From an optimization exercise on the open Yosys and OpenROAD flow, aimed at small area; shortcuts taken in it are not production practice.
In this exercise RTL edits were held to simulation tests only and were not proved equivalent to the original.
No activity file was given, so power comes from the tool's default toggle rates.

==> run a: inputs <==
// alu
module alu (
    input clk,
    input [31:0] a,
    input [31:0] b,
    input [4:0] op,
    output reg [31:0] out,
    output wire zflag,
    output reg nflag,
    output reg cflag,
    output reg vflag,
    output wire sflag,
    output reg hflag
);
clock: 6.5 ns
lec_check: 0
abc_area: 1
cap_margin: 20
core_margin: 2
core_utilization: 40
cts_buf_list: sky130_fd_sc_hd__clkbuf_8
cts_cluster_diameter: 100
cts_cluster_size: 40
slew_margin: 20
standard.sh (not shown) runs the stock make flow with config.mk's settings and CLKGATE_MAP_FILE= SYNTH_SCRIPT=/design/flow/synth_recipe.tcl, a recipe that flattens the netlist after the stock synthesis.
==> flow/flow/run.sh <==
#!/bin/bash
# Own layout flow: the standard ORFS flow (standard.sh) with two changes:
#  - synthesis runs synth_recipe.tcl with Yosys's abc pass pointed at an
#    area-oriented ABC mapping script (flow/abc_area.script);
#  - no full/half-adder extraction before ABC (ADDER_MAP_FILE empty);
#  - the port buffers that global placement inserts are buf_1 cells.
set -euo pipefail
W=$(pwd)
{ head -1 synth_recipe.tcl; cat flow/my_abc_proc.tcl; tail -n +2 synth_recipe.tcl; } > my_synth.tcl
export MY_ABC_SCRIPT=$W/flow/abc_area.script
bash standard.sh SYNTH_SCRIPT=$W/my_synth.tcl \
  "BUFFER_PORTS_ARGS=-buffer_cell sky130_fd_sc_hd__buf_1" ADDER_MAP_FILE= finish > standard_flow.log 2>&1
==> flow/flow/abc_area.script <==
strash
&get -n
&dch -f -x
&nf -R 1000
&put
==> flow/flow/my_abc_proc.tcl <==
# Yosys's abc pass runs the ABC script named by MY_ABC_SCRIPT instead of
# ORFS's abc_area/abc_speed script; everything else is synth_recipe.tcl.
proc abc {args} {
  if {[info exists ::env(MY_ABC_SCRIPT)] && $::env(MY_ABC_SCRIPT) ne ""} {
    set i [lsearch $args -script]
    if {$i >= 0} { set args [lreplace $args [expr {$i+1}] [expr {$i+1}] $::env(MY_ABC_SCRIPT)] }
  }
  puts "my_synth: abc [lsearch -inline -all $args *.script]"
  yosys abc {*}$args
}
==> run b: changes against run a <==
==> flow/flow/abc_area.script (replaced) <==
strash
&get -n
&dch
&nf -R 1000
&put
CTS_BUF_LIST = sky130_fd_sc_hd__clkbuf_4 sky130_fd_sc_hd__clkbuf_8   (was sky130_fd_sc_hd__clkbuf_8)
==> report_table.html <==
<table>
<tr><th>Metric</th><th>Value</th></tr>
<tr><th colspan="2">Status</th></tr>
<tr><td>Outcome</td><td>complete, no violations</td></tr>
<tr><th colspan="2">Pwr</th></tr>
<tr><td>Clock power share</td><td>0.171</td></tr>
<tr><td>Cell internal power dissipation</td><td>0.621 mW</td></tr>
<tr><th colspan="2">Floorplanning</th></tr>
<tr><td>Initial core utilization</td><td>0.413</td></tr>
<tr><td>Die Height</td><td>121 µm</td></tr>
<tr><td>Placeable Area</td><td>13,300 µm²</td></tr>
<tr><th colspan="2">Layout</th></tr>
<tr><td>Final layout net count</td><td>1,099</td></tr>
<tr><td>Final design instance area without fill</td><td>6450 µm²</td></tr>
<tr><td>Commonest cells after routing, fill and taps aside</td><td>nand2_1 (194), nor2_1 (143), o21ai_0 (132)</td></tr>
<tr><td>Total area of multi-input combinational cells</td><td>4680 µm²</td></tr>
<tr><td>Inverters</td><td>5</td></tr>
<tr><th colspan="2">Timing</th></tr>
<tr><td>Final cycle utilization of the critical path</td><td>0.928</td></tr>
<tr><th colspan="2">Clocking</th></tr>
<tr><td>Skew-Pair Late Insertion Delay</td><td>0.30 ns</td></tr>
<tr><th colspan="2">Place</th></tr>
<tr><td>DP Worst Slack</td><td>-0.193 ns</td></tr>
<tr><td>Final RePlAce weighted congestion</td><td>0.974</td></tr>
<tr><th colspan="2">Global route</th></tr>
<tr><td>Met1 usage in global routing</td><td>0.434</td></tr>
</table>
-- figures above: run b

==> report_table.html <==
<table>
<tr><th>Metric</th><th>Value</th></tr>
<tr><th colspan="2">Layout</th></tr>
<tr><td>Final design instance area without fill</td><td>6490 µm²</td></tr>
<tr><td>Total area of multi-input combinational cells</td><td>4650 µm²</td></tr>
<tr><td>Final layout net count</td><td>1,094</td></tr>
<tr><th colspan="2">Routing</th></tr>
<tr><td>Detail-routed net length per standard cell</td><td>18.2 µm</td></tr>
<tr><th colspan="2">Pwr</th></tr>
<tr><td>Cell internal power dissipation</td><td>0.660 mW</td></tr>
<tr><td>Clock power share</td><td>0.208</td></tr>
<tr><th colspan="2">Clocking</th></tr>
<tr><td>Skew-Pair Late Insertion Delay</td><td>0.31 ns</td></tr>
<tr><th colspan="2">Floorplanning</th></tr>
<tr><td>Initial core utilization</td><td>0.411</td></tr>
<tr><td>Die Height</td><td>121 µm</td></tr>
<tr><th colspan="2">Timing</th></tr>
<tr><td>Final cycle utilization of the critical path</td><td>0.922</td></tr>
<tr><th colspan="2">Place</th></tr>
<tr><td>DP Worst Slack</td><td>0.0226 ns</td></tr>
<tr><th colspan="2">Status</th></tr>
<tr><td>Outcome</td><td>complete, no violations</td></tr>
</table>
-- figures above: run a

[static timing again, ports no longer ideal]
Ports are ideal in the flow. The routed layouts listed here were re-timed in OpenROAD.
Step 1, drivers: a clkbuf_16 drives clk and a buf_2 each remaining input, both assumed.
Step 2 times the ports against the registers' clock, not the clock port: input delays grow and output delays shrink by t, the midpoint of the rising clock arrivals with the driver on.
Three values: no drivers, after step 1, after step 2; two values: the first two.
run | t, ns | setup slack, ns | slew at the worst register clock pin (ns) | worst data-port slew with drivers (ns) | pins driven straight from the clock port
run a | 0.340 | 0.504 / 0.515 / 0.175 | 0.09 / 0.09 | 0.05 | 1
run b | 0.332 | 0.466 / 0.478 / 0.146 | 0.08 / 0.08 | 0.04 | 1
After both steps setup and hold are still met in every run listed. For run a, which loses most, drivers alone change the setup slack by +0.011 ns; drivers and shift together by -0.329 ns.
